Background: an optimization exercise with open tools, aiming at small area and a short achievable clock period. Do not read the settings as production practice.
Only simulation tests tie the RTL to the original design; equivalence was not proved.

**flow/design.v**
```verilog
module fir_lpf (
    input         clk,
    input         reset,
    input         enable,
    input  [31:0] out_ecg,
    output [31:0] q
);
    reg  signed [31:2] d0;
    reg         [31:1] r3, r2;
    reg         [31:0] qr;
    assign q = qr;
    wire signed [31:0] x  = out_ecg;
    wire signed [31:0] y  = {d0, 2'b00};
    wire        [31:0] y2 = y >>> 2;
    wire        [31:0] y3 = y >>> 3;
    wire        [31:0] y4 = y >>> 4;
    wire        [31:0] y6 = y >>> 6;
    wire [30:0] r3n, r2n;
    rca #(31) a3 (.a(y2[30:0]), .b(y6[30:0]), .ci(1'b0), .s(r3n), .co());
    wire [30:0] c2s = r3 ^ y3[30:0] ^ y6[30:0];
    wire [30:0] c2c = (r3 & y3[30:0]) | (r3 & y6[30:0]) | (y3[30:0] & y6[30:0]);
    rca #(31) a2 (.a(c2s), .b({c2c[29:0], 1'b0}), .ci(1'b0), .s(r2n), .co());
    wire [31:0] r2w = {r2, 1'b0};
    wire [31:0] c1s = r2w ^ y4 ^ y6;
    wire [31:0] c1c = (r2w & y4) | (r2w & y6) | (y4 & y6);
    wire [31:0] r1;
    rca #(32) a1 (.a(c1s), .b({c1c[30:0], 1'b0}), .ci(1'b0), .s(r1), .co());
    wire [31:0] x5 = x >>> 5;
    wire [31:0] qn = r1 + x5;
    always @(posedge clk or posedge reset) begin
        if (reset) begin
            d0 <= 30'd0;
            r3 <= 31'd0;
            r2 <= 31'd0;
            qr <= 32'd0;
        end else if (enable) begin
            d0 <= out_ecg[31:2];
            r3 <= r3n;
            r2 <= r2n;
            qr <= qn;
        end
    end
endmodule
module rca #(parameter N = 8) (
    input  [N-1:0] a,
    input  [N-1:0] b,
    input          ci,
    output [N-1:0] s,
    output         co
);
    wire [N:0] c;
    assign c[0] = ci;
    genvar i;
    generate
        for (i = 0; i < N; i = i + 1) begin : bit_
            assign s[i]   = a[i] ^ b[i] ^ c[i];
            assign c[i+1] = (a[i] & b[i]) | (c[i] & (a[i] ^ b[i]));
        end
    endgenerate
    assign co = c[N];
endmodule
module wavelet_decomposer (
    input             clk,
    input             rst,
    input             enable,
    input      [31:0] q,
    output reg [15:0] D1,
    output reg [15:0] D2,
    output     [15:0] D3,
    output     [15:0] D4
);
    wire [15:0] a = q[31:16];
    wire [15:0] b = q[15:0];
    wire [16:0] s0 = a + b;
    wire [23:0] u1 = {s0, 6'd0} + {s0, 3'd0} + {s0, 1'b0} + s0;
    wire [16:0] s1 = u1[23:13] + {u1[12:0], 3'b000};
    wire [16:0] e0;
    rca #(16) ae0 (.a(b), .b(~a), .ci(1'b1), .s(e0[15:0]), .co(e0[16]));
    wire [23:0] e0x = {{8{~e0[16]}}, e0[15:0]};     
    wire [23:0] e05, e75;
    rca #(24) a05 (.a({e0x[21:0], 2'b00}), .b(e0x), .ci(1'b0), .s(e05), .co());
    rca #(24) a75 (.a({e05[19:0], 4'b0000}), .b(~e05), .ci(1'b1), .s(e75), .co());
    wire [15:0] d1n;
    rca #(16) ad1 (.a({a[14:0], 1'b0}), .b({{5{e75[23]}}, e75[23:13]}), .ci(1'b0), .s(d1n), .co());
    wire [16:0] s2;
    wire [10:0] d2n;
    wavelet_level l2 (.s(s1), .s_next(s2), .d(d2n));
    reg [15:0] d1q;
    reg [10:0] d2q;
    reg [16:0] s2q;
    wire [16:0] s3, s4_unused;
    wire [10:0] d3n, d4n;
    wavelet_level l3 (.s(s2q), .s_next(s3),        .d(d3n));
    wavelet_level l4 (.s(s3),  .s_next(s4_unused), .d(d4n));
    reg [10:0] d2r, d3r, d4r;
    assign D3 = {5'd0, d3r};
    assign D4 = {5'd0, d4r};
    always @(posedge clk or posedge rst) begin
        if (rst) begin
            d1q <= 16'd0;
            d2q <= 11'd0;
            s2q <= 17'd0;
        end else if (enable) begin
            d1q <= d1n;
            d2q <= d2n;
            s2q <= s2;
        end
    end
    always @(posedge clk or posedge rst) begin
        if (rst) begin
            D1  <= 16'd0;
            D2  <= 16'd0;
            d3r <= 11'd0;
            d4r <= 11'd0;
        end else begin
            D1  <= d1q;
            D2  <= {5'd0, d2q};
            d3r <= d3n;
            d4r <= d4n;
        end
    end
endmodule
module wavelet_level (
    input  [16:0] s,
    output [16:0] s_next,
    output [10:0] d
);
    wire        [22:0] u  = {s, 6'd0} + {s, 3'd0} + {s, 1'b0} + s;
    wire        [9:0]  hi = u[22:13];
    wire        [12:0] lo = u[12:0];
    assign s_next = hi + {lo, 3'b000};
    wire [16:0] e;
    rca #(17) ae (.a({1'b0, lo, 3'b000}), .b(~{7'd0, hi}), .ci(1'b1), .s(e), .co());
    wire [23:0] ex = {{7{e[16]}}, e};
    wire [23:0] e5, e75;
    rca #(24) a5 (.a({ex[21:0], 2'b00}), .b(ex), .ci(1'b0), .s(e5), .co());
    rca #(24) a75 (.a({e5[19:0], 4'b0000}), .b(~e5), .ci(1'b1), .s(e75), .co());
    rca #(11) ad (.a({hi, 1'b0}), .b(e75[23:13]), .ci(1'b0), .s(d), .co());
endmodule
module noise_detector (
    input             clk,
    input             reset,
    input      [15:0] D1,
    input      [15:0] Tn,
    output reg        Select
);
    reg [1:0] acc;
    reg [3:0] count;
    reg       cmp;
    always @(posedge clk or posedge reset) begin
        if (reset) begin
            acc    <= 2'd0;
            count  <= 4'd0;
            cmp    <= 1'b0;
            Select <= 1'b0;
        end else begin
            cmp <= (D1 > Tn);
            if (acc == 2'd3) begin
                acc   <= 2'd0;
                count <= count + 4'd1;
            end else if (cmp) begin
                acc <= acc + 2'd1;
            end
            Select <= (count >= 4'd9);
        end
    end
endmodule
module SignalMultiplier (
    input  [15:0] D1,
    input  [15:0] D2,
    input  [15:0] D3,
    input  [15:0] D4,
    input         Select,
    output [31:0] MPavg
);
    wire [15:0] m1 = Select ? D3 : D1;
    wire [10:0] m2 = Select ? D4[10:0] : D2[10:0];
    wire [26:0] px, py;
    mul16x11 mul (.a(m1), .b(m2), .x(px), .y(py));
    wire [26:0] p  = px + py;
    wire [30:0] q  = {4'd0, p} + (Select ? {3'd0, p, 1'b0} : {1'b0, p, 3'b000});
    assign MPavg = {4'd0, q[30:3]};
endmodule
module mul16x11 (
    input  [15:0] a,
    input  [10:0] b,
    output [26:0] x,
    output [26:0] y
);
    wire t1 = (a[9] & b[0]) ^ (a[8] & b[1]);
    wire t2 = (a[9] & b[0]) & (a[8] & b[1]);
    wire t3 = (a[10] & b[0]) ^ (a[9] & b[1]) ^ (a[8] & b[2]);
    wire t4 = ((a[10] & b[0]) & (a[9] & b[1])) | ((a[10] & b[0]) & (a[8] & b[2])) | ((a[9] & b[1]) & (a[8] & b[2]));
    wire t5 = (a[7] & b[3]) ^ (a[6] & b[4]);
    wire t6 = (a[7] & b[3]) & (a[6] & b[4]);
    wire t7 = (a[11] & b[0]) ^ (a[10] & b[1]) ^ (a[9] & b[2]);
    wire t8 = ((a[11] & b[0]) & (a[10] & b[1])) | ((a[11] & b[0]) & (a[9] & b[2])) | ((a[10] & b[1]) & (a[9] & b[2]));
    wire t9 = (a[8] & b[3]) ^ (a[7] & b[4]) ^ (a[6] & b[5]);
    wire t10 = ((a[8] & b[3]) & (a[7] & b[4])) | ((a[8] & b[3]) & (a[6] & b[5])) | ((a[7] & b[4]) & (a[6] & b[5]));
    wire t11 = (a[12] & b[0]) ^ (a[11] & b[1]) ^ (a[10] & b[2]);
    wire t12 = ((a[12] & b[0]) & (a[11] & b[1])) | ((a[12] & b[0]) & (a[10] & b[2])) | ((a[11] & b[1]) & (a[10] & b[2]));
    wire t13 = (a[9] & b[3]) ^ (a[8] & b[4]) ^ (a[7] & b[5]);
    wire t14 = ((a[9] & b[3]) & (a[8] & b[4])) | ((a[9] & b[3]) & (a[7] & b[5])) | ((a[8] & b[4]) & (a[7] & b[5]));
    wire t15 = (a[13] & b[0]) ^ (a[12] & b[1]) ^ (a[11] & b[2]);
    wire t16 = ((a[13] & b[0]) & (a[12] & b[1])) | ((a[13] & b[0]) & (a[11] & b[2])) | ((a[12] & b[1]) & (a[11] & b[2]));
    wire t17 = (a[10] & b[3]) ^ (a[9] & b[4]) ^ (a[8] & b[5]);
    wire t18 = ((a[10] & b[3]) & (a[9] & b[4])) | ((a[10] & b[3]) & (a[8] & b[5])) | ((a[9] & b[4]) & (a[8] & b[5]));
    wire t19 = (a[14] & b[0]) ^ (a[13] & b[1]) ^ (a[12] & b[2]);
    wire t20 = ((a[14] & b[0]) & (a[13] & b[1])) | ((a[14] & b[0]) & (a[12] & b[2])) | ((a[13] & b[1]) & (a[12] & b[2]));
    wire t21 = (a[11] & b[3]) ^ (a[10] & b[4]) ^ (a[9] & b[5]);
    wire t22 = ((a[11] & b[3]) & (a[10] & b[4])) | ((a[11] & b[3]) & (a[9] & b[5])) | ((a[10] & b[4]) & (a[9] & b[5]));
    wire t23 = (a[15] & b[0]) ^ (a[14] & b[1]) ^ (a[13] & b[2]);
    wire t24 = ((a[15] & b[0]) & (a[14] & b[1])) | ((a[15] & b[0]) & (a[13] & b[2])) | ((a[14] & b[1]) & (a[13] & b[2]));
    wire t25 = (a[12] & b[3]) ^ (a[11] & b[4]) ^ (a[10] & b[5]);
    wire t26 = ((a[12] & b[3]) & (a[11] & b[4])) | ((a[12] & b[3]) & (a[10] & b[5])) | ((a[11] & b[4]) & (a[10] & b[5]));
    wire t27 = (a[15] & b[1]) ^ (a[14] & b[2]) ^ (a[13] & b[3]);
    wire t28 = ((a[15] & b[1]) & (a[14] & b[2])) | ((a[15] & b[1]) & (a[13] & b[3])) | ((a[14] & b[2]) & (a[13] & b[3]));
    wire t29 = (a[12] & b[4]) ^ (a[11] & b[5]);
    wire t30 = (a[12] & b[4]) & (a[11] & b[5]);
    wire t31 = (a[15] & b[2]) ^ (a[14] & b[3]) ^ (a[13] & b[4]);
    wire t32 = ((a[15] & b[2]) & (a[14] & b[3])) | ((a[15] & b[2]) & (a[13] & b[4])) | ((a[14] & b[3]) & (a[13] & b[4]));
    wire t33 = (a[6] & b[0]) ^ (a[5] & b[1]);
    wire t34 = (a[6] & b[0]) & (a[5] & b[1]);
    wire t35 = (a[7] & b[0]) ^ (a[6] & b[1]) ^ (a[5] & b[2]);
    wire t36 = ((a[7] & b[0]) & (a[6] & b[1])) | ((a[7] & b[0]) & (a[5] & b[2])) | ((a[6] & b[1]) & (a[5] & b[2]));
    wire t37 = (a[4] & b[3]) ^ (a[3] & b[4]);
    wire t38 = (a[4] & b[3]) & (a[3] & b[4]);
    wire t39 = (a[8] & b[0]) ^ (a[7] & b[1]) ^ (a[6] & b[2]);
    wire t40 = ((a[8] & b[0]) & (a[7] & b[1])) | ((a[8] & b[0]) & (a[6] & b[2])) | ((a[7] & b[1]) & (a[6] & b[2]));
    wire t41 = (a[5] & b[3]) ^ (a[4] & b[4]) ^ (a[3] & b[5]);
    wire t42 = ((a[5] & b[3]) & (a[4] & b[4])) | ((a[5] & b[3]) & (a[3] & b[5])) | ((a[4] & b[4]) & (a[3] & b[5]));
    wire t43 = (a[2] & b[6]) ^ (a[1] & b[7]);
    wire t44 = (a[2] & b[6]) & (a[1] & b[7]);
    wire t45 = (a[7] & b[2]) ^ (a[6] & b[3]) ^ (a[5] & b[4]);
    wire t46 = ((a[7] & b[2]) & (a[6] & b[3])) | ((a[7] & b[2]) & (a[5] & b[4])) | ((a[6] & b[3]) & (a[5] & b[4]));
    wire t47 = (a[4] & b[5]) ^ (a[3] & b[6]) ^ (a[2] & b[7]);
    wire t48 = ((a[4] & b[5]) & (a[3] & b[6])) | ((a[4] & b[5]) & (a[2] & b[7])) | ((a[3] & b[6]) & (a[2] & b[7]));
    wire t49 = (a[1] & b[8]) ^ (a[0] & b[9]) ^ t1;
    wire t50 = ((a[1] & b[8]) & (a[0] & b[9])) | ((a[1] & b[8]) & t1) | ((a[0] & b[9]) & t1);
    wire t51 = (a[5] & b[5]) ^ (a[4] & b[6]) ^ (a[3] & b[7]);
    wire t52 = ((a[5] & b[5]) & (a[4] & b[6])) | ((a[5] & b[5]) & (a[3] & b[7])) | ((a[4] & b[6]) & (a[3] & b[7]));
    wire t53 = (a[2] & b[8]) ^ (a[1] & b[9]) ^ (a[0] & b[10]);
    wire t54 = ((a[2] & b[8]) & (a[1] & b[9])) | ((a[2] & b[8]) & (a[0] & b[10])) | ((a[1] & b[9]) & (a[0] & b[10]));
    wire t55 = t2 ^ t3 ^ t5;
    wire t56 = (t2 & t3) | (t2 & t5) | (t3 & t5);
    wire t57 = (a[5] & b[6]) ^ (a[4] & b[7]) ^ (a[3] & b[8]);
    wire t58 = ((a[5] & b[6]) & (a[4] & b[7])) | ((a[5] & b[6]) & (a[3] & b[8])) | ((a[4] & b[7]) & (a[3] & b[8]));
    wire t59 = (a[2] & b[9]) ^ (a[1] & b[10]) ^ t4;
    wire t60 = ((a[2] & b[9]) & (a[1] & b[10])) | ((a[2] & b[9]) & t4) | ((a[1] & b[10]) & t4);
    wire t61 = t6 ^ t7 ^ t9;
    wire t62 = (t6 & t7) | (t6 & t9) | (t7 & t9);
    wire t63 = (a[6] & b[6]) ^ (a[5] & b[7]) ^ (a[4] & b[8]);
    wire t64 = ((a[6] & b[6]) & (a[5] & b[7])) | ((a[6] & b[6]) & (a[4] & b[8])) | ((a[5] & b[7]) & (a[4] & b[8]));
    wire t65 = (a[3] & b[9]) ^ (a[2] & b[10]) ^ t8;
    wire t66 = ((a[3] & b[9]) & (a[2] & b[10])) | ((a[3] & b[9]) & t8) | ((a[2] & b[10]) & t8);
    wire t67 = t10 ^ t11 ^ t13;
    wire t68 = (t10 & t11) | (t10 & t13) | (t11 & t13);
    wire t69 = (a[7] & b[6]) ^ (a[6] & b[7]) ^ (a[5] & b[8]);
    wire t70 = ((a[7] & b[6]) & (a[6] & b[7])) | ((a[7] & b[6]) & (a[5] & b[8])) | ((a[6] & b[7]) & (a[5] & b[8]));
    wire t71 = (a[4] & b[9]) ^ (a[3] & b[10]) ^ t12;
    wire t72 = ((a[4] & b[9]) & (a[3] & b[10])) | ((a[4] & b[9]) & t12) | ((a[3] & b[10]) & t12);
    wire t73 = t14 ^ t15 ^ t17;
    wire t74 = (t14 & t15) | (t14 & t17) | (t15 & t17);
    wire t75 = (a[8] & b[6]) ^ (a[7] & b[7]) ^ (a[6] & b[8]);
    wire t76 = ((a[8] & b[6]) & (a[7] & b[7])) | ((a[8] & b[6]) & (a[6] & b[8])) | ((a[7] & b[7]) & (a[6] & b[8]));
    wire t77 = (a[5] & b[9]) ^ (a[4] & b[10]) ^ t16;
    wire t78 = ((a[5] & b[9]) & (a[4] & b[10])) | ((a[5] & b[9]) & t16) | ((a[4] & b[10]) & t16);
    wire t79 = t18 ^ t19 ^ t21;
    wire t80 = (t18 & t19) | (t18 & t21) | (t19 & t21);
    wire t81 = (a[9] & b[6]) ^ (a[8] & b[7]) ^ (a[7] & b[8]);
    wire t82 = ((a[9] & b[6]) & (a[8] & b[7])) | ((a[9] & b[6]) & (a[7] & b[8])) | ((a[8] & b[7]) & (a[7] & b[8]));
    wire t83 = (a[6] & b[9]) ^ (a[5] & b[10]) ^ t20;
    wire t84 = ((a[6] & b[9]) & (a[5] & b[10])) | ((a[6] & b[9]) & t20) | ((a[5] & b[10]) & t20);
    wire t85 = t22 ^ t23 ^ t25;
    wire t86 = (t22 & t23) | (t22 & t25) | (t23 & t25);
    wire t87 = (a[10] & b[6]) ^ (a[9] & b[7]) ^ (a[8] & b[8]);
    wire t88 = ((a[10] & b[6]) & (a[9] & b[7])) | ((a[10] & b[6]) & (a[8] & b[8])) | ((a[9] & b[7]) & (a[8] & b[8]));
    wire t89 = (a[7] & b[9]) ^ (a[6] & b[10]) ^ t24;
    wire t90 = ((a[7] & b[9]) & (a[6] & b[10])) | ((a[7] & b[9]) & t24) | ((a[6] & b[10]) & t24);
    wire t91 = t26 ^ t27 ^ t29;
    wire t92 = (t26 & t27) | (t26 & t29) | (t27 & t29);
    wire t93 = (a[12] & b[5]) ^ (a[11] & b[6]) ^ (a[10] & b[7]);
    wire t94 = ((a[12] & b[5]) & (a[11] & b[6])) | ((a[12] & b[5]) & (a[10] & b[7])) | ((a[11] & b[6]) & (a[10] & b[7]));
    wire t95 = (a[9] & b[8]) ^ (a[8] & b[9]) ^ (a[7] & b[10]);
    wire t96 = ((a[9] & b[8]) & (a[8] & b[9])) | ((a[9] & b[8]) & (a[7] & b[10])) | ((a[8] & b[9]) & (a[7] & b[10]));
    wire t97 = t28 ^ t30 ^ t31;
    wire t98 = (t28 & t30) | (t28 & t31) | (t30 & t31);
    wire t99 = (a[15] & b[3]) ^ (a[14] & b[4]) ^ (a[13] & b[5]);
    wire t100 = ((a[15] & b[3]) & (a[14] & b[4])) | ((a[15] & b[3]) & (a[13] & b[5])) | ((a[14] & b[4]) & (a[13] & b[5]));
    wire t101 = (a[12] & b[6]) ^ (a[11] & b[7]) ^ (a[10] & b[8]);
    wire t102 = ((a[12] & b[6]) & (a[11] & b[7])) | ((a[12] & b[6]) & (a[10] & b[8])) | ((a[11] & b[7]) & (a[10] & b[8]));
    wire t103 = (a[9] & b[9]) ^ (a[8] & b[10]) ^ t32;
    wire t104 = ((a[9] & b[9]) & (a[8] & b[10])) | ((a[9] & b[9]) & t32) | ((a[8] & b[10]) & t32);
    wire t105 = (a[15] & b[4]) ^ (a[14] & b[5]) ^ (a[13] & b[6]);
    wire t106 = ((a[15] & b[4]) & (a[14] & b[5])) | ((a[15] & b[4]) & (a[13] & b[6])) | ((a[14] & b[5]) & (a[13] & b[6]));
    wire t107 = (a[12] & b[7]) ^ (a[11] & b[8]) ^ (a[10] & b[9]);
    wire t108 = ((a[12] & b[7]) & (a[11] & b[8])) | ((a[12] & b[7]) & (a[10] & b[9])) | ((a[11] & b[8]) & (a[10] & b[9]));
    wire t109 = (a[15] & b[5]) ^ (a[14] & b[6]) ^ (a[13] & b[7]);
    wire t110 = ((a[15] & b[5]) & (a[14] & b[6])) | ((a[15] & b[5]) & (a[13] & b[7])) | ((a[14] & b[6]) & (a[13] & b[7]));
    wire t111 = (a[4] & b[0]) ^ (a[3] & b[1]);
    wire t112 = (a[4] & b[0]) & (a[3] & b[1]);
    wire t113 = (a[5] & b[0]) ^ (a[4] & b[1]) ^ (a[3] & b[2]);
    wire t114 = ((a[5] & b[0]) & (a[4] & b[1])) | ((a[5] & b[0]) & (a[3] & b[2])) | ((a[4] & b[1]) & (a[3] & b[2]));
    wire t115 = (a[2] & b[3]) ^ (a[1] & b[4]);
    wire t116 = (a[2] & b[3]) & (a[1] & b[4]);
    wire t117 = (a[4] & b[2]) ^ (a[3] & b[3]) ^ (a[2] & b[4]);
    wire t118 = ((a[4] & b[2]) & (a[3] & b[3])) | ((a[4] & b[2]) & (a[2] & b[4])) | ((a[3] & b[3]) & (a[2] & b[4]));
    wire t119 = (a[1] & b[5]) ^ (a[0] & b[6]) ^ t33;
    wire t120 = ((a[1] & b[5]) & (a[0] & b[6])) | ((a[1] & b[5]) & t33) | ((a[0] & b[6]) & t33);
    wire t121 = (a[2] & b[5]) ^ (a[1] & b[6]) ^ (a[0] & b[7]);
    wire t122 = ((a[2] & b[5]) & (a[1] & b[6])) | ((a[2] & b[5]) & (a[0] & b[7])) | ((a[1] & b[6]) & (a[0] & b[7]));
    wire t123 = t34 ^ t35 ^ t37;
    wire t124 = (t34 & t35) | (t34 & t37) | (t35 & t37);
    wire t125 = (a[0] & b[8]) ^ t36 ^ t38;
    wire t126 = ((a[0] & b[8]) & t36) | ((a[0] & b[8]) & t38) | (t36 & t38);
    wire t127 = t39 ^ t41 ^ t43;
    wire t128 = (t39 & t41) | (t39 & t43) | (t41 & t43);
    wire t129 = t40 ^ t42 ^ t44;
    wire t130 = (t40 & t42) | (t40 & t44) | (t42 & t44);
    wire t131 = t45 ^ t47 ^ t49;
    wire t132 = (t45 & t47) | (t45 & t49) | (t47 & t49);
    wire t133 = t46 ^ t48 ^ t50;
    wire t134 = (t46 & t48) | (t46 & t50) | (t48 & t50);
    wire t135 = t51 ^ t53 ^ t55;
    wire t136 = (t51 & t53) | (t51 & t55) | (t53 & t55);
    wire t137 = t52 ^ t54 ^ t56;
    wire t138 = (t52 & t54) | (t52 & t56) | (t54 & t56);
    wire t139 = t57 ^ t59 ^ t61;
    wire t140 = (t57 & t59) | (t57 & t61) | (t59 & t61);
    wire t141 = t58 ^ t60 ^ t62;
    wire t142 = (t58 & t60) | (t58 & t62) | (t60 & t62);
    wire t143 = t63 ^ t65 ^ t67;
    wire t144 = (t63 & t65) | (t63 & t67) | (t65 & t67);
    wire t145 = t64 ^ t66 ^ t68;
    wire t146 = (t64 & t66) | (t64 & t68) | (t66 & t68);
    wire t147 = t69 ^ t71 ^ t73;
    wire t148 = (t69 & t71) | (t69 & t73) | (t71 & t73);
    wire t149 = t70 ^ t72 ^ t74;
    wire t150 = (t70 & t72) | (t70 & t74) | (t72 & t74);
    wire t151 = t75 ^ t77 ^ t79;
    wire t152 = (t75 & t77) | (t75 & t79) | (t77 & t79);
    wire t153 = t76 ^ t78 ^ t80;
    wire t154 = (t76 & t78) | (t76 & t80) | (t78 & t80);
    wire t155 = t81 ^ t83 ^ t85;
    wire t156 = (t81 & t83) | (t81 & t85) | (t83 & t85);
    wire t157 = t82 ^ t84 ^ t86;
    wire t158 = (t82 & t84) | (t82 & t86) | (t84 & t86);
    wire t159 = t87 ^ t89 ^ t91;
    wire t160 = (t87 & t89) | (t87 & t91) | (t89 & t91);
    wire t161 = t88 ^ t90 ^ t92;
    wire t162 = (t88 & t90) | (t88 & t92) | (t90 & t92);
    wire t163 = t93 ^ t95 ^ t97;
    wire t164 = (t93 & t95) | (t93 & t97) | (t95 & t97);
    wire t165 = t94 ^ t96 ^ t98;
    wire t166 = (t94 & t96) | (t94 & t98) | (t96 & t98);
    wire t167 = t99 ^ t101 ^ t103;
    wire t168 = (t99 & t101) | (t99 & t103) | (t101 & t103);
    wire t169 = (a[9] & b[10]) ^ t100 ^ t102;
    wire t170 = ((a[9] & b[10]) & t100) | ((a[9] & b[10]) & t102) | (t100 & t102);
    wire t171 = t104 ^ t105 ^ t107;
    wire t172 = (t104 & t105) | (t104 & t107) | (t105 & t107);
    wire t173 = (a[12] & b[8]) ^ (a[11] & b[9]) ^ (a[10] & b[10]);
    wire t174 = ((a[12] & b[8]) & (a[11] & b[9])) | ((a[12] & b[8]) & (a[10] & b[10])) | ((a[11] & b[9]) & (a[10] & b[10]));
    wire t175 = t106 ^ t108 ^ t109;
    wire t176 = (t106 & t108) | (t106 & t109) | (t108 & t109);
    wire t177 = (a[15] & b[6]) ^ (a[14] & b[7]) ^ (a[13] & b[8]);
    wire t178 = ((a[15] & b[6]) & (a[14] & b[7])) | ((a[15] & b[6]) & (a[13] & b[8])) | ((a[14] & b[7]) & (a[13] & b[8]));
    wire t179 = (a[12] & b[9]) ^ (a[11] & b[10]) ^ t110;
    wire t180 = ((a[12] & b[9]) & (a[11] & b[10])) | ((a[12] & b[9]) & t110) | ((a[11] & b[10]) & t110);
    wire t181 = (a[15] & b[7]) ^ (a[14] & b[8]) ^ (a[13] & b[9]);
    wire t182 = ((a[15] & b[7]) & (a[14] & b[8])) | ((a[15] & b[7]) & (a[13] & b[9])) | ((a[14] & b[8]) & (a[13] & b[9]));
    wire t183 = (a[3] & b[0]) ^ (a[2] & b[1]);
    wire t184 = (a[3] & b[0]) & (a[2] & b[1]);
    wire t185 = (a[2] & b[2]) ^ (a[1] & b[3]) ^ (a[0] & b[4]);
    wire t186 = ((a[2] & b[2]) & (a[1] & b[3])) | ((a[2] & b[2]) & (a[0] & b[4])) | ((a[1] & b[3]) & (a[0] & b[4]));
    wire t187 = (a[0] & b[5]) ^ t112 ^ t113;
    wire t188 = ((a[0] & b[5]) & t112) | ((a[0] & b[5]) & t113) | (t112 & t113);
    wire t189 = t114 ^ t116 ^ t117;
    wire t190 = (t114 & t116) | (t114 & t117) | (t116 & t117);
    wire t191 = t118 ^ t120 ^ t121;
    wire t192 = (t118 & t120) | (t118 & t121) | (t120 & t121);
    wire t193 = t122 ^ t124 ^ t125;
    wire t194 = (t122 & t124) | (t122 & t125) | (t124 & t125);
    wire t195 = t126 ^ t128 ^ t129;
    wire t196 = (t126 & t128) | (t126 & t129) | (t128 & t129);
    wire t197 = t130 ^ t132 ^ t133;
    wire t198 = (t130 & t132) | (t130 & t133) | (t132 & t133);
    wire t199 = t134 ^ t136 ^ t137;
    wire t200 = (t134 & t136) | (t134 & t137) | (t136 & t137);
    wire t201 = t138 ^ t140 ^ t141;
    wire t202 = (t138 & t140) | (t138 & t141) | (t140 & t141);
    wire t203 = t142 ^ t144 ^ t145;
    wire t204 = (t142 & t144) | (t142 & t145) | (t144 & t145);
    wire t205 = t146 ^ t148 ^ t149;
    wire t206 = (t146 & t148) | (t146 & t149) | (t148 & t149);
    wire t207 = t150 ^ t152 ^ t153;
    wire t208 = (t150 & t152) | (t150 & t153) | (t152 & t153);
    wire t209 = t154 ^ t156 ^ t157;
    wire t210 = (t154 & t156) | (t154 & t157) | (t156 & t157);
    wire t211 = t158 ^ t160 ^ t161;
    wire t212 = (t158 & t160) | (t158 & t161) | (t160 & t161);
    wire t213 = t162 ^ t164 ^ t165;
    wire t214 = (t162 & t164) | (t162 & t165) | (t164 & t165);
    wire t215 = t166 ^ t168 ^ t169;
    wire t216 = (t166 & t168) | (t166 & t169) | (t168 & t169);
    wire t217 = t170 ^ t172 ^ t173;
    wire t218 = (t170 & t172) | (t170 & t173) | (t172 & t173);
    wire t219 = t174 ^ t176 ^ t177;
    wire t220 = (t174 & t176) | (t174 & t177) | (t176 & t177);
    wire t221 = (a[12] & b[10]) ^ t178 ^ t180;
    wire t222 = ((a[12] & b[10]) & t178) | ((a[12] & b[10]) & t180) | (t178 & t180);
    wire t223 = (a[15] & b[8]) ^ (a[14] & b[9]) ^ (a[13] & b[10]);
    wire t224 = ((a[15] & b[8]) & (a[14] & b[9])) | ((a[15] & b[8]) & (a[13] & b[10])) | ((a[14] & b[9]) & (a[13] & b[10]));
    wire t225 = (a[2] & b[0]) ^ (a[1] & b[1]);
    wire t226 = (a[2] & b[0]) & (a[1] & b[1]);
    wire t227 = (a[1] & b[2]) ^ (a[0] & b[3]) ^ t183;
    wire t228 = ((a[1] & b[2]) & (a[0] & b[3])) | ((a[1] & b[2]) & t183) | ((a[0] & b[3]) & t183);
    wire t229 = t111 ^ t184 ^ t185;
    wire t230 = (t111 & t184) | (t111 & t185) | (t184 & t185);
    wire t231 = t115 ^ t186 ^ t187;
    wire t232 = (t115 & t186) | (t115 & t187) | (t186 & t187);
    wire t233 = t119 ^ t188 ^ t189;
    wire t234 = (t119 & t188) | (t119 & t189) | (t188 & t189);
    wire t235 = t123 ^ t190 ^ t191;
    wire t236 = (t123 & t190) | (t123 & t191) | (t190 & t191);
    wire t237 = t127 ^ t192 ^ t193;
    wire t238 = (t127 & t192) | (t127 & t193) | (t192 & t193);
    wire t239 = t131 ^ t194 ^ t195;
    wire t240 = (t131 & t194) | (t131 & t195) | (t194 & t195);
    wire t241 = t135 ^ t196 ^ t197;
    wire t242 = (t135 & t196) | (t135 & t197) | (t196 & t197);
    wire t243 = t139 ^ t198 ^ t199;
    wire t244 = (t139 & t198) | (t139 & t199) | (t198 & t199);
    wire t245 = t143 ^ t200 ^ t201;
    wire t246 = (t143 & t200) | (t143 & t201) | (t200 & t201);
    wire t247 = t147 ^ t202 ^ t203;
    wire t248 = (t147 & t202) | (t147 & t203) | (t202 & t203);
    wire t249 = t151 ^ t204 ^ t205;
    wire t250 = (t151 & t204) | (t151 & t205) | (t204 & t205);
    wire t251 = t155 ^ t206 ^ t207;
    wire t252 = (t155 & t206) | (t155 & t207) | (t206 & t207);
    wire t253 = t159 ^ t208 ^ t209;
    wire t254 = (t159 & t208) | (t159 & t209) | (t208 & t209);
    wire t255 = t163 ^ t210 ^ t211;
    wire t256 = (t163 & t210) | (t163 & t211) | (t210 & t211);
    wire t257 = t167 ^ t212 ^ t213;
    wire t258 = (t167 & t212) | (t167 & t213) | (t212 & t213);
    wire t259 = t171 ^ t214 ^ t215;
    wire t260 = (t171 & t214) | (t171 & t215) | (t214 & t215);
    wire t261 = t175 ^ t216 ^ t217;
    wire t262 = (t175 & t216) | (t175 & t217) | (t216 & t217);
    wire t263 = t179 ^ t218 ^ t219;
    wire t264 = (t179 & t218) | (t179 & t219) | (t218 & t219);
    wire t265 = t181 ^ t220 ^ t221;
    wire t266 = (t181 & t220) | (t181 & t221) | (t220 & t221);
    wire t267 = t182 ^ t222 ^ t223;
    wire t268 = (t182 & t222) | (t182 & t223) | (t222 & t223);
    wire t269 = (a[15] & b[9]) ^ (a[14] & b[10]) ^ t224;
    wire t270 = ((a[15] & b[9]) & (a[14] & b[10])) | ((a[15] & b[9]) & t224) | ((a[14] & b[10]) & t224);
    assign x = {1'b0, (a[15] & b[10]), t268, t266, t264, t262, t260, t258, t256, t254, t252, t250, t248, t246, t244, t242, t240, t238, t236, t234, t232, t230, t228, t226, (a[0] & b[2]), (a[1] & b[0]), (a[0] & b[0])};
    assign y = {1'b0, t270, t269, t267, t265, t263, t261, t259, t257, t255, t253, t251, t249, t247, t245, t243, t241, t239, t237, t235, t233, t231, t229, t227, t225, (a[0] & b[1]), 1'b0};
endmodule
module AdaptiveThreshold (
    input  [15:0] Vt1, Vt2, Vt3, Vt4,
    input  [31:0] MPavg,
    output        Out
);
    wire [15:0] sum     = Vt1 + Vt2 + Vt3 + Vt4;
    wire [15:0] lambda1 = {2'b00, sum[15:2]} + 16'd8;
    wire [15:0] l3a     = lambda1 + {1'b0, lambda1[15:1]};
    wire [15:0] l3b     = {Vt1[14:0], 1'b0} - lambda1;
    wire        found   = (MPavg > 32'd500);
    wire [15:0] lambda3 = found ? l3a : l3b;
    assign Out = (MPavg > {16'd0, lambda3});
endmodule
module qrs_top (
    input         clk,
    input         rst,
    input         enable,
    input  [31:0] ecg_in,
    input  [15:0] Tn,
    input  [15:0] Vt1,
    input  [15:0] Vt2,
    input  [15:0] Vt3,
    input  [15:0] Vt4,
    output [15:0] D1,
    output [15:0] D2,
    output [15:0] D3,
    output [15:0] D4,
    output        Select,
    output [31:0] MPavg,
    output        FinalOut
);
    wire [31:0] fq;
    fir_lpf lpf (
        .clk(clk),
        .reset(rst),
        .enable(enable),
        .out_ecg(ecg_in),
        .q(fq)
    );
    wavelet_decomposer wavelet (
        .clk(clk),
        .rst(rst),
        .enable(enable),
        .q(fq),
        .D1(D1),
        .D2(D2),
        .D3(D3),
        .D4(D4)
    );
    noise_detector noise (
        .clk(clk),
        .reset(rst),
        .D1(D1),
        .Tn(Tn),
        .Select(Select)
    );
    SignalMultiplier signal (
        .D1(D1),
        .D2(D2),
        .D3(D3),
        .D4(D4),
        .Select(Select),
        .MPavg(MPavg)
    );
    AdaptiveThreshold adaptive (
        .Vt1(Vt1),
        .Vt2(Vt2),
        .Vt3(Vt3),
        .Vt4(Vt4),
        .MPavg(MPavg),
        .Out(FinalOut)
    );
endmodule
```
**flow/run.sh**
```bash
#!/bin/bash
# synth_recipe.tcl (not shown) runs the flow's synth.tcl, then flattens the netlist and writes it again
# the make line also repeats each setting of config.mk as NAME=value (left out here)
make -C /OpenROAD-flow-scripts/flow DESIGN_CONFIG=/design/flow/config.mk WORK_HOME=/design/flow/orfs CLKGATE_MAP_FILE= SYNTH_SCRIPT=/design/flow/synth_recipe.tcl finish
```
**flow/config.mk**
```make
export PLATFORM = sky130hd
export DESIGN_NAME = qrs_top
export DESIGN_NICKNAME = qrs_top
export VERILOG_FILES = /design/flow/design.v
export SDC_FILE = /design/flow/constraint.sdc
export NUM_CORES = 4
export LEC_CHECK = 0
export CAP_MARGIN = 20
export CORE_MARGIN = 2
export CORE_UTILIZATION = 40
export SLEW_MARGIN = 20
```
**flow/constraint.sdc**
```tcl
create_clock -name core_clock -period 36.0 [get_ports {clk}]
set_input_delay 7.2000 -clock core_clock [delete_from_list [all_inputs] [get_ports {clk}]]
set_output_delay 7.2000 -clock core_clock [all_outputs]
set_load 0.01 [all_outputs]
```
==> reports/metrics.cfg, run 1 <==
[outcome]
status=complete, no violations

[floorplanning]
io_pins=213
start_util_pct=40.3
die_width_um=310
fp.dieH_um=310
die-area_um2=96200
row_count=112
fp.coreArea_um2=93000

[min_path]
hold_path.class=flop to flop
min_to=wavelet.D1[13]
worstHoldPathCells=0
hp-start=wavelet.d1q[13]

[critical_path]
timing.rr.start=lpf.qr[16]
r2r_slack_ps=15790
critPathRequiredTime_ps=28800
path_buf_inv=3
reg2reg_to=wavelet.d2q[10]
crit_path_start_kind=input port
end_kind=output port
path_max_fanout=11
critPathKind=input port to output port
max_stage_delay_ps=640
critPathTopFamily=compound AO/OA/AOI/OAI gates
critPathArrivalTime_ps=14660
r2r_cells=72
slowest_stage=clkdlybuf4s50_1

[timing]
slew-limit-headroom_pct=33.7
skew_ps=41.4
fin_crit_sh_pct=60.7
maxSlewViolCount=0
clock.fmax_mhz=45.7
hold_viol_final=0
finalSetupViolCount=0
worst_slew_pin_slew_ps=991
period_needed_ps=21860
finalHoldWorstSlack_ps=364
timing.final.ws_setup_ps=14140
rsz0062_at_grt=false
setup_tns_ps=0

[synthesis]
yosysUniqueCellTypes=82
synth_cells=3924
synth_top_cells_by_area=fa_1 (30%), dfrtp_1 (15%), ha_1 (15%), inv_1 (7.7%), xnor2_1 (4.3%)
synth_edf_count=0
synth.top_cell.area_share_pct=30.3
ys_seq_area_share_pct=15.0
ys_warn_count=3
syn_avg_cell_area_um2=9.56
ys_seq_elements=225
async_flop_share_pct=100
synth_area_um2=37500
ys.flop_type=dfrtp_1
yosysTopAreaCell=fa_1

[finish]
stdcell_count=5372
areaGrowthSynthToFinish_pct=11.5
drive_above_1_share_pct=4.91
seq_area_um2=5630
layout_common_cells=inv_1 (770), fa_1 (568), ha_1 (445)
multi_input_area_um2=28600
insertedDiodeCount=0
final_common_cell=inv_1
design_area_um2=41800
nets=5225
fillers=9041

[place]
gp_congestion=0.915
dp_hpwl_um=74900
pre_cts_slack_ps=14130
place_inst=5319
postPlaceCellArea_um2=40700
portBuffers=191

[grt]
grt_use_total_pct=18.5
globalRouteOverflowTotal=0
grt_pass1_vias=27300
grt_antenna_before_repair=2
grt_max_degree=136
grt_pass1_wl_um=143000

[route]
initialDrtViolationCount=1243
first_pass_iters=5
viasPerCell=4.96
vias=26600
routed_wl_um=86600
avgRoutedWirePerCell_um=16.1
antenna_left=0
drc_errors=0

[clocking]
cts_setup_buffers=0
clock-root-buffer=clkbuf_16
cts_tree=built
postCtsResizedCells=0
clk_pin_slew_ps=60
clockBufferDepth=3
clock_latency_ps=600
postCtsHoldBufs=0
clkSinkCount=225
numCtsBuffers=30
cts.htree.levels=1

[run]
drv_cap=0

[cell type report]
type | instances | share of cell area [%]
inverters | 771 | 6.94
clock inverters | 16 | 0.590
well taps | 1254 | 3.75
repair buffers | 201 | 4.76
clock buffers | 37 | 1.98
flip-flops and latches | 225 | 13.5
multi-input cells | 2868 | 68.5
[through the flow]
step                      utilization (%)
final                                44.9
after detailed placement             43.8
after global placement               43.8
after floorplan                         -
after global routing                 44.9
after CTS                            44.9
[state kept, by name, summed over array words and instances, names as in the netlist]
signal,count
noise.acc,2
noise.count,4
wavelet.d4r,11
lpf.r2,31
wavelet.d2q,11
wavelet.d3r,11
wavelet.s2q,17
lpf.r3,31
noise.Select,1
noise.cmp,1
wavelet.D2,11
lpf.d0,30
wavelet.D1,16
wavelet.d1q,16
lpf.qr,32
[worst max-delay path by stage]
stage,cells after the start,start,to
after global routing,31,Vt1[0],FinalOut
final,26,Vt1[6],FinalOut
after CTS,31,Vt1[0],FinalOut
after detailed placement,31,Vt1[0],FinalOut
after floorplan,26,Vt1[1],FinalOut
after global placement,31,Vt1[0],FinalOut
[kinds of logic after synthesis]
group	share of synthesized area, %
compound gates	11.4
xor+xnor	6.26
fa+ha+maj	45.2
buf+inv	8.77
flops	15.0
mux	3.67
other cells	0.0100
simple gates	9.74
[cell usage after synthesis (41+ instances only)]
master / instances
a21oi_1: 220
nand3_1: 47
dfrtp_1: 225
nand2_1: 251
nor3_1: 44
mux2_2: 99
a21o_1: 90
nor2_1: 194
ha_1: 445
nor2b_1: 41
o21ai_0: 156
xnor2_1: 184
clkbuf_1: 46
fa_1: 568
xor2_1: 84
inv_1: 771
and2_1: 54
[routing by layer]
| metal | share of wire [%] | GRT usage, % | up-vias |
|---|---|---|---|
| li1 | - | - | 13000 |
| met1 | 45 | 25.1 | 13100 |
| met2 | 49 | 32.4 | 417 |
| met3 | 3.9 | 1.95 | 79 |
| met4 | 1.5 | 3.12 | 2 |
| met5 | 0.013 | 0 | - |
[worst register-to-register path, delay by kind of cell, from the launching register on]
family	cells	cell delay (ps)
fa+ha+maj	34	12580
flops	1	480
simple gates	2	270
mux	1	280
buf+inv	13	1020
compound gates	17	3910
xor+xnor	5	1530
==> run 2: changes to the inputs <==
==> flow/flow/run.sh (new file) <==
#!/bin/bash
# The standard layout, with plain buffers (instead of the flow's default
# choice) on the input and output ports.
set -euo pipefail
export BUFFER_PORTS_ARGS="-buffer_cell sky130_fd_sc_hd__buf_2"
bash standard.sh > standard.log 2>&1
==> flow/standard.sh (new file) <==
#!/bin/bash
# synth_recipe.tcl (not shown) runs the flow's synth.tcl, then flattens the netlist and writes it again
# the make line also repeats each setting of config.mk as NAME=value (left out here)
make -C /OpenROAD-flow-scripts/flow DESIGN_CONFIG=/design/flow/config.mk WORK_HOME=/design/flow/orfs CLKGATE_MAP_FILE= SYNTH_SCRIPT=/design/flow/synth_recipe.tcl "${@:-finish}"
removed: flow/run.sh
==> run 2 against run 1 <==
  * Synthesized cell count is the same
  * Synthesized area is the same
  * Global-route usage shrank 0.12 points
  * Critical path type unchanged
  * Largest cell class unchanged
==> reports/metrics.cfg, run 2 <==
[grt]
grt_pass1_wl_um=141000  ; was 143,000 um
grt_max_degree=101  ; was 136
globalRouteOverflowTotal=0  ; unchanged
grt_use_total_pct=18.4  ; was 18.5%
grt_pass1_vias=26900  ; was 27,300
grt_antenna_before_repair=2  ; unchanged

[synthesis]
synth_top_family_by_area=adder cells  ; unchanged
synth.top_cell.area_share_pct=30.3  ; unchanged
ys_warn_count=3  ; unchanged
ys_seq_elements=225  ; unchanged
ys_top_cells_by_count=inv_1 (771), fa_1 (568), ha_1 (445), nand2_1 (251), dfrtp_1 (225)  ; unchanged
yosys.area_share.xor_xnor_pct=6.26  ; unchanged
synth_simple_gate_area_share_pct=9.74  ; unchanged
yosysMostFrequentCell=inv_1  ; unchanged
ys.flop_type=dfrtp_1  ; unchanged
synth_area_um2=37500  ; unchanged
ys_seq_area_share_pct=15.0  ; unchanged
synth_edf_count=0  ; unchanged
yosysUniqueCellTypes=82  ; unchanged
synth-adder-area-share_pct=45.2  ; unchanged
synth_cells=3924  ; unchanged
synth_mux_area_share_pct=3.67  ; unchanged
synth_compound_area_share_pct=11.4  ; unchanged
synth_top_cells_by_area=fa_1 (30%), dfrtp_1 (15%), ha_1 (15%), inv_1 (7.7%), xnor2_1 (4.3%)  ; unchanged
yosysTopAreaCell=fa_1  ; unchanged
syn_avg_cell_area_um2=9.56  ; unchanged
async_flop_share_pct=100  ; unchanged

[timing]
rsz0062_at_grt=false  ; unchanged
timing.final.ws_setup_ps=14900  ; was 14,140 ps
clock.fmax_mhz=47.4  ; was 45.7 MHz
setup_tns_ps=0  ; unchanged
skew_ps=38.8  ; was 41.4 ps
period_needed_ps=21100  ; was 21,860 ps
worst_slew_pin_slew_ps=1160  ; was 991 ps
maxSlewViolCount=0  ; unchanged
slew-limit-headroom_pct=22.0  ; was 33.7%
finalHoldWorstSlack_ps=369  ; was 364 ps
hold_viol_final=0  ; unchanged
finalSetupViolCount=0  ; unchanged
fin_crit_sh_pct=58.6  ; was 60.7%

[route]
antenna_left=0  ; unchanged
wl_met3_um=4090  ; was 3390 um
initialDrtViolationCount=1123  ; was 1,243
met1_length_um=38400  ; was 39,000 um
first_pass_iters=5  ; unchanged
dr_wl_met2_um=42200  ; was 42,800 um
drc_errors=0  ; unchanged
routed_wl_um=86600  ; about the same
top_layer=met5  ; unchanged
viasPerCell=4.94  ; was 4.96
avgRoutedWirePerCell_um=16.1  ; about the same
vias=26500  ; was 26,600

[place]
portBuffers=191  ; unchanged
gp_congestion=0.913  ; was 0.915
dp_hpwl_um=75400  ; was 74,900 um
pre_cts_slack_ps=14920  ; was 14,130 ps

[outcome]
status=complete, no violations  ; unchanged

[floorplanning]
start_util_pct=40.3  ; unchanged
fp.coreArea_um2=93000  ; unchanged
io_pins=213  ; unchanged
row_count=112  ; unchanged
die-area_um2=96200  ; unchanged
die_width_um=310  ; unchanged
fp.dieH_um=310  ; unchanged

[clocking]
postCtsHoldBufs=0  ; unchanged
numCtsBuffers=28  ; was 30
postCtsResizedCells=0  ; unchanged
clockBufferDepth=3  ; unchanged
cts.htree.levels=1  ; unchanged
clk_pin_slew_ps=60  ; about the same
cts_tree=built  ; unchanged
cts_setup_buffers=0  ; unchanged
clock_latency_ps=590  ; was 600 ps
clock-root-buffer=clkbuf_16  ; unchanged
clkSinkCount=225  ; unchanged

[finish]
insertedDiodeCount=0  ; unchanged
final_util_pct=43.8  ; was 44.9%
drive_above_1_share_pct=9.31  ; was 4.91%
layout_common_cells=inv_1 (770), fa_1 (568), ha_1 (445)  ; unchanged
top_regs=lpf.qr: 32 flops, lpf.r2: 31 flops, lpf.r3: 31 flops  ; unchanged
largest_register_ff_count=32  ; unchanged
largest_register=lpf.qr  ; unchanged
nets=5220  ; was 5,225
areaGrowthSynthToFinish_pct=8.68  ; was 11.5%
final_common_cell=inv_1  ; unchanged

[min_path]
hold_path.class=flop to flop  ; unchanged

[critical_path]
critPathRequiredTime_ps=28800  ; about the same
critPathKind=input port to output port  ; unchanged
path_max_fanout=11  ; unchanged
crit_path_start_kind=input port  ; unchanged
critPathArrivalTime_ps=13900  ; was 14,660 ps
end_kind=output port  ; unchanged

[run]
drv_cap=0  ; unchanged

[run 2: kinds of logic after synthesis]
family	Yosys count
adder cells (fa/ha/maj)	1013
buffers and inverters	849
AND/OR/NAND/NOR	767
AO/OA/AOI/OAI	676
XOR/XNOR	268
flip-flops	225
multiplexers	125
other	1
[run 2: per-layer routing]
layer / vias up / global-route usage (%)
met2: 403 / 31.8
met1: 13000 / 24.3
met5: - / 0
met4: 2 / 4.08
met3: 82 / 2.76
li1: 13000 / -
[run 2: worst paths after layout]
| path | from | endpoint | slack [ps] | cells past startpoint |
|---|---|---|---|---|
| max in group asynchronous | rst | wavelet.d3r[0] | 27330 | 4 |
| setup / recovery | Vt1[6] | FinalOut | 14900 | 26 |
| min in group asynchronous | rst | lpf.d0[5] | 6670 | 2 |
| hold / removal | wavelet.d1q[1] | wavelet.D1[1] | 370 | 0 |
| setup reg to reg | lpf.qr[16] | wavelet.d2q[10] | 15770 | 75 |
| hold reg to reg | wavelet.d1q[1] | wavelet.D1[1] | 370 | 0 |
[run 2: critical path: stages]
cell and delay, ps:
buf_2 140, fa_1 580, fa_1 420, ha_1 490
nand2_1 140, a221oi_1 460, a21oi_1 160, and2_1 220
ha_1 260, xor2_1 300, inv_1 90, ha_1 330
a21oi_1 250, o21bai_1 120, a211o_1 320, a2111oi_0 610
o31ai_1 170, a21oi_1 200, xnor2_1 140, mux2i_1 100
ha_1 320, nand4_1 160, a21oi_1 70, a211oi_1 260
o2111ai_1 160, buf_2 210
[run 2: cell type report]
type                            instances  area [um2]
Fill cell                            9103       52300
Sequential cell                       225        5630
Clock inverter                         10         161
Timing Repair Buffer                  198        1020
Multi-Input combinational cell       2868       28600
Clock buffer                           41         820
Inverter                              771        2900
Tap cell                             1254        1570
[run 2: metrics by stage]
stage | area [um2] | instances
floorplan | 37600 | 3942
global placement | 39800 | 5316
detailed placement | 39800 | 5316
CTS | 40700 | 5367
global route | 40700 | 5367
finish | 40700 | 5367
==> run 3: changes to the inputs <==
==> flow/flow/run.sh (replaced) <==
#!/bin/bash
# The standard layout, with plain buffers (instead of the flow's default
# choice) on the input and output ports, and timing repair asked to leave
# more setup slack than the clock period needs.
set -euo pipefail
export BUFFER_PORTS_ARGS="-buffer_cell sky130_fd_sc_hd__buf_2"
export SETUP_SLACK_MARGIN=16
bash standard.sh > standard.log 2>&1
==> run 3 against run 2 <==
  * Die area unchanged
  * Sequential cell count is the same
  * Sequential share of layout area down 0.29 points
  * Non-clock buffer count rose by 23
  * Global-route usage rose by 0.15 points
  * Final cell count is 0.43% higher
  * Routed wire length increased by 1.4%
  * Critical path type unchanged
  * Critical endpoint unchanged
  * Highest routed layer unchanged
==> reports/metrics.cfg, run 3 <==
[timing]
period_needed_ps=20370  ; was 21,100 ps
slew-limit-headroom_pct=19.2  ; was 22.0%
skew_ps=37.6  ; was 38.8 ps
finalHoldWorstSlack_ps=369  ; about the same
finalSetupViolCount=0  ; unchanged
clock.fmax_mhz=49.1  ; was 47.4 MHz
rsz0062_at_grt=true  ; was false
fin_crit_sh_pct=56.6  ; was 58.6%
setup_tns_ps=0  ; unchanged
hold_viol_final=0  ; unchanged
worst_slew_pin_slew_ps=1210  ; was 1160 ps
maxSlewViolCount=0  ; unchanged

[finish]
areaGrowthSynthToFinish_pct=11.0  ; was 8.68%
final_common_cell=inv_1  ; unchanged
largest_register_ff_count=32  ; unchanged
largest_register=lpf.qr  ; unchanged
insertedDiodeCount=0  ; unchanged
nets=5243  ; was 5,220
fillers=9004  ; was 9,103
top_regs=lpf.qr: 32 flops, lpf.r2: 31 flops, lpf.r3: 31 flops  ; unchanged
stdcell_count=5390  ; was 5,367
drive_above_1_share_pct=12.4  ; was 9.31%
layout_common_cells=inv_1 (766), fa_1 (565), ha_1 (431)  ; was inv_1 (770), fa_1 (568), ha_1 (445)
design_area_um2=41600  ; was 40,700 um2

[clocking]
cts_tree=built  ; unchanged
numCtsBuffers=28  ; unchanged
cts.htree.levels=1  ; unchanged
clockBufferDepth=3  ; unchanged
clk_pin_slew_ps=60  ; about the same
clock-root-buffer=clkbuf_16  ; unchanged
clock_latency_ps=590  ; about the same
postCtsHoldBufs=0  ; unchanged
clkSinkCount=225  ; unchanged

[grt]
grt_max_degree=101  ; unchanged
grt_pass1_vias=27200  ; was 26,900
grt_pass1_wl_um=142000  ; was 141,000 um
grt_antenna_before_repair=2  ; unchanged
grt_use_total_pct=18.5  ; was 18.4%
globalRouteOverflowTotal=0  ; unchanged

[synthesis]
ys_warn_count=3  ; unchanged
ys_seq_elements=225  ; unchanged
async_flop_share_pct=100  ; unchanged
yosysMostFrequentCell=inv_1  ; unchanged
yosysTopAreaCell=fa_1  ; unchanged
yosysUniqueCellTypes=82  ; unchanged
synth_area_um2=37500  ; unchanged
synth_top_cells_by_area=fa_1 (30%), dfrtp_1 (15%), ha_1 (15%), inv_1 (7.7%), xnor2_1 (4.3%)  ; unchanged
synth_edf_count=0  ; unchanged
synth.top_cell.area_share_pct=30.3  ; unchanged
syn_avg_cell_area_um2=9.56  ; unchanged
ys_seq_area_share_pct=15.0  ; unchanged
ys.flop_type=dfrtp_1  ; unchanged
ys_top_cells_by_count=inv_1 (771), fa_1 (568), ha_1 (445), nand2_1 (251), dfrtp_1 (225)  ; unchanged
synth_cells=3924  ; unchanged

[critical_path]
end_kind=output port  ; unchanged
critPathKind=input port to output port  ; unchanged
crit_top_cell=a21oi_1
critPathRequiredTime_ps=28800  ; about the same
path_buf_inv=2  ; was 3
crit_path_start_kind=input port  ; unchanged
max_stage_delay_ps=560  ; was 610 ps
slowest_stage=fa_1  ; was a2111oi_0
path_max_fanout=3  ; was 11
critPathTopFamily=adder cells  ; was compound AO/OA/AOI/OAI gates
critPathArrivalTime_ps=13170  ; was 13,900 ps

[route]
vias=26700  ; was 26,500
viasPerCell=4.95  ; was 4.94
routed_wl_um=87800  ; was 86,600 um
avgRoutedWirePerCell_um=16.3  ; was 16.1 um
initialDrtViolationCount=1132  ; was 1,123
antenna_left=0  ; unchanged
drc_errors=0  ; unchanged
first_pass_iters=5  ; unchanged

[floorplanning]
fp.coreArea_um2=93000  ; unchanged
start_util_pct=40.3  ; unchanged
die-area_um2=96200  ; unchanged
row_count=112  ; unchanged
io_pins=213  ; unchanged
die_width_um=310  ; unchanged
fp.dieH_um=310  ; unchanged

[min_path]
hold_path.class=flop to flop  ; unchanged

[place]
postPlaceCellArea_um2=39800  ; unchanged
dp_hpwl_um=75400  ; unchanged
gp_congestion=0.913  ; unchanged
place_inst=5316  ; unchanged
portBuffers=191  ; unchanged

[run]
drv_cap=0  ; unchanged

[outcome]
status=complete, no violations  ; unchanged

-- run 3: cell counts after synthesis --
No cell type changed its count.
-- run 3: layer usage --
metal	part of all wire [%]	up-vias	track usage, %
met5	0.015	-	0
met4	2.2	2	4.19
met3	4.7	84	2.76
met2	49	395	32.2
met1	44	13200	24.4
li1	-	13000	-
-- run 3: layout make-up --
type / count / area, um2 / area share (%)
Inverter: 771 / 2900 / 6.97
Clock buffer: 41 / 820 / 1.97
Sequential cell: 225 / 5630 / 13.5
Tap cell: 1254 / 1570 / 3.77
Clock inverter: 10 / 161 / 0.388
Timing Repair Buffer: 221 / 1200 / 2.89
Multi-Input combinational cell: 2868 / 29300 / 70.5
-- run 3: final timing paths --
| kind | slack, ps | depth (start not counted) | start | end |
|---|---|---|---|---|
| max in group asynchronous | 27330 | 4 | rst | wavelet.d3r[0] |
| hold reg to reg | 370 | 0 | wavelet.d1q[1] | wavelet.D1[1] |
| setup reg to reg | 16750 | 75 | lpf.qr[16] | wavelet.d2q[10] |
| min in group asynchronous | 6670 | 2 | rst | lpf.d0[5] |
| hold / removal | 370 | 0 | wavelet.d1q[1] | wavelet.D1[1] |
| setup / recovery | 15630 | 27 | Vt1[2] | FinalOut |
-- run 3: per-stage QoR --
| step | util, % | setup WS (ps) |
|---|---|---|
| final | 44.7 | 15630 |
| after global placement | 42.7 | 14980 |
| after detailed placement | 42.7 | 14920 |
| after floorplan | - | 16010 |
| after global routing | 44.7 | 15320 |
| after CTS | 44.4 | 15660 |
-- run 3: kinds of logic (layout without fill, tap and decap cells) --
logic type	Yosys count	after routing	synth area share, %
adders and majority gates	1013	1013	45.2
buffers and inverters	849	1043	8.77
and+or+nand+nor	767	767	9.74
AOI/OAI and AO/OA	676	676	11.4
xor gates and xnor gates	268	268	6.26
DFF	225	225	15.0
muxes	125	125	3.67
other	1	19	0.0100
-- run 3: repair_timing --
item                                    4_1_cts  5_1_grt
gates resized for setup                      78       54
buffers inserted                             13       10
pin swaps                                    35       20
endpoints found under the setup margin        3        4
==> run 4: changes to the inputs <==
--- a/flow/config.mk
+++ b/flow/config.mk
@@ -9,3 +9,4 @@
 export CORE_MARGIN = 2
 export CORE_UTILIZATION = 40
+export CTS_BUF_LIST = sky130_fd_sc_hd__clkbuf_4 sky130_fd_sc_hd__clkbuf_8
 export SLEW_MARGIN = 20
==> run 4 against run 3 <==
  * Setup slack got worse by 30 ps
  * Clock skew up 79 ps
  * Die area unchanged
  * Global-route usage grew 0.087 points
  * Routed wire length rose by 0.15%
  * Still clean
==> reports/metrics.cfg, run 4 <==
[outcome]
status=complete, no violations  ; unchanged

[floorplanning]
die-area_um2=96200  ; unchanged
row_count=112  ; unchanged
fp.coreArea_um2=93000  ; unchanged
io_pins=213  ; unchanged
die_width_um=310  ; unchanged
fp.dieH_um=310  ; unchanged
start_util_pct=40.3  ; unchanged

[grt]
grt_pass1_vias=27300  ; was 27,200
gr-usage-met1_pct=24.5  ; was 24.4%
grt_max_degree=101  ; unchanged
globalRouteOverflowTotal=0  ; unchanged
grt_pass1_wl_um=142000  ; about the same
grt_use_total_pct=18.6  ; was 18.5%
met2_usage_pct=32.0  ; was 32.2%
busiest_layer=met2  ; unchanged
grt_antenna_before_repair=2  ; unchanged
met3_usage_pct=2.95  ; was 2.76%

[critical_path]
path_max_fanout=4  ; was 3
end_kind=output port  ; unchanged
critPathKind=input port to output port  ; unchanged
crit_top_cell=a21o_1  ; was a21oi_1
crit_path_start_kind=input port  ; unchanged
max_stage_delay_ps=550  ; was 560 ps
r2r_cells=75  ; unchanged
r2r_slack_ps=16760  ; was 16,750 ps
critPathArrivalTime_ps=13200  ; was 13,170 ps
slowest_stage=fa_1  ; unchanged
timing.rr.start=lpf.qr[16]  ; unchanged
reg2reg_to=wavelet.d2q[10]  ; unchanged
critPathRequiredTime_ps=28800  ; about the same

[route]
antenna_left=0  ; unchanged
vias=26800  ; was 26,700
initialDrtViolationCount=1196  ; was 1,132
routed_wl_um=87900  ; was 87,800 um
drc_errors=0  ; unchanged
viasPerCell=4.94  ; was 4.95
first_pass_iters=6  ; was 5
avgRoutedWirePerCell_um=16.2  ; was 16.3 um

[synthesis]
ys.flop_type=dfrtp_1  ; unchanged
ys_seq_elements=225  ; unchanged
synth_edf_count=0  ; unchanged
synth_top_cells_by_area=fa_1 (30%), dfrtp_1 (15%), ha_1 (15%), inv_1 (7.7%), xnor2_1 (4.3%)  ; unchanged
yosysTopAreaCell=fa_1  ; unchanged
synth_cells=3924  ; unchanged
ys_warn_count=3  ; unchanged
yosysUniqueCellTypes=82  ; unchanged
ys_top_cells_by_count=inv_1 (771), fa_1 (568), ha_1 (445), nand2_1 (251), dfrtp_1 (225)  ; unchanged
async_flop_share_pct=100  ; unchanged
syn_avg_cell_area_um2=9.56  ; unchanged
yosysMostFrequentCell=inv_1  ; unchanged
synth_area_um2=37500  ; unchanged
synth.top_cell.area_share_pct=30.3  ; unchanged
ys_seq_area_share_pct=15.0  ; unchanged

[finish]
nets=5262  ; was 5,243
layout_common_cells=inv_1 (767), fa_1 (566), ha_1 (436)  ; was inv_1 (766), fa_1 (565), ha_1 (431)
largest_register=lpf.qr  ; unchanged
design_area_um2=41600  ; about the same
areaGrowthSynthToFinish_pct=10.8  ; was 11.0%
fillers=9040  ; was 9,004
final_common_cell=inv_1  ; unchanged
largest_register_ff_count=32  ; unchanged
top_regs=lpf.qr: 32 flops, lpf.r2: 31 flops, lpf.r3: 31 flops  ; unchanged
final_util_pct=44.7  ; about the same
drive_above_1_share_pct=12.8  ; was 12.4%

[clocking]
clock_latency_ps=660  ; was 590 ps
clkSinkCount=225  ; unchanged
numCtsBuffers=44  ; was 28
clockBufferDepth=3  ; unchanged
cts_tree=built  ; unchanged
cts.htree.levels=2  ; was 1
clk_pin_slew_ps=50  ; was 60 ps
clock-root-buffer=clkbuf_8  ; was clkbuf_16
postCtsHoldBufs=0  ; unchanged

[place]
dp_hpwl_um=75400  ; unchanged
portBuffers=191  ; unchanged
pre_cts_slack_ps=14920  ; unchanged
gp_congestion=0.913  ; unchanged
postPlaceCellArea_um2=39800  ; unchanged

[min_path]
hold_path.class=flop to flop  ; unchanged
worstHoldPathCells=0  ; unchanged
min_to=wavelet.D1[1]  ; unchanged
hp-start=wavelet.d1q[1]  ; unchanged

[timing]
setup_tns_ps=0  ; unchanged
hold_viol_final=0  ; unchanged
maxSlewViolCount=0  ; unchanged
finalSetupViolCount=0  ; unchanged
period_needed_ps=20400  ; was 20,370 ps
finalHoldWorstSlack_ps=367  ; was 369 ps
rsz0062_at_grt=true  ; unchanged
slew-limit-headroom_pct=21.5  ; was 19.2%
skew_ps=117  ; was 37.6 ps
worst_slew_pin_slew_ps=1170  ; was 1210 ps
clock.fmax_mhz=49.0  ; was 49.1 MHz
timing.final.ws_setup_ps=15600  ; was 15,630 ps
fin_crit_sh_pct=56.7  ; was 56.6%

[run]
drv_cap=0  ; unchanged

-- run 4: cell counts after synthesis --
No cell type changed its count.
-- run 4: how the worst max path moves through the flow --
stage            from       end  slack [ps]  depth (start not counted)
2_1_floorplan  Vt1[1]  FinalOut       16010                         26
3_3_place_gp   Vt1[6]  FinalOut       14980                         26
3_5_place_dp   Vt1[6]  FinalOut       14920                         26
4_1_cts        Vt1[0]  FinalOut       15590                         31
5_1_grt        Vt1[0]  FinalOut       15300                         31
6_report       Vt1[1]  FinalOut       15600                         29
-- run 4: cell families (layout without fill, tap and decap cells) --
kind of cell    Yosys count  count (layout)  synth area share (%)
compound gates          676             676                  11.4
xor+xnor                268             268                  6.26
fa+ha+maj              1013            1013                  45.2
buf+inv                 849            1073                  8.77
flops                   225             225                  15.0
mux                     125             125                  3.67
other cells               1              20                0.0100
simple gates            767             767                  9.74
-- run 4: layout make-up --
| cell class | count | area [um2] | area share (%) |
|---|---|---|---|
| Tap cell | 1254 | 1570 | 3.78 |
| Inverter | 771 | 2900 | 6.98 |
| Sequential cell | 225 | 5630 | 13.6 |
| Clock inverter | 15 | 180 | 0.433 |
| Multi-Input combinational cell | 2868 | 29200 | 70.3 |
| Antenna cell | 1 | 2.50 | 0.00602 |
| Clock buffer | 63 | 823 | 1.98 |
| Timing Repair Buffer | 224 | 1220 | 2.94 |
-- run 4: layer usage --
layer,share of wire (%),vias to the layer above
met2,49,381
met1,44,13300
met3,4.5,94
met4,2.4,0
met5,0,-
li1,-,13100
-- run 4: critical path, delay by kind of cell --
kind,cells,cell delay [ps]
compound gates,12,2120
xor+xnor,2,320
fa+ha+maj,5,1950
mux,1,110
simple gates,6,1100
buf+inv,3,390
-- run 4: timing repair --
| item | CTS | global route |
|---|---|---|
| pin swaps | 18 | 20 |
| cloned | 0 | 0 |
| setup buffers | 8 | 18 |
| resized for setup | 58 | 54 |
| setup endpoints to repair | 3 | 4 |
-- run 4: per-stage QoR --
step / std cells
6_report: 5421
5_1_grt: 5421
4_1_cts: 5402
3_5_place_dp: 5316
3_3_place_gp: 5316
2_1_floorplan: 3942

## port drivers added, routing unchanged
In the flow no input, the clock included, has a driving cell. The finished layouts below were timed again as built, in two steps. Step 1: set_driving_cell puts a clkbuf_16 on clk and a buf_2 on each other input, an assumption about the parent block. Step 2 times the ports against the registers' clock, not the clock port: input delays grow and output delays shrink by t, the midpoint of the rising clock arrivals with the driver on. a / b / c = no drivers / after step 1 / after step 2; a / b = the first two.
run | shift t [ns] | slack for setup (ns) | worst setup path at the end | clock arrival spread, ns | pins driven straight from the clock port
run 1 | 0.650 | 14.139 / 14.112 / 14.112 | input to output | 0.047 / 0.046 | 1
run 2 | 0.641 | 14.903 / 14.883 / 14.883 | input to output | 0.041 / 0.041 | 1
run 3 | 0.641 | 15.626 / 15.602 / 15.602 | input to output | 0.040 / 0.040 | 1
run 4 | 0.655 | 15.596 / 15.576 / 15.576 | input to output | 0.117 / 0.118 | 1
After both steps setup and hold are still met in every run listed. For run 1, which loses most, drivers alone change the setup slack by -0.027 ns; drivers and shift together by -0.027 ns.
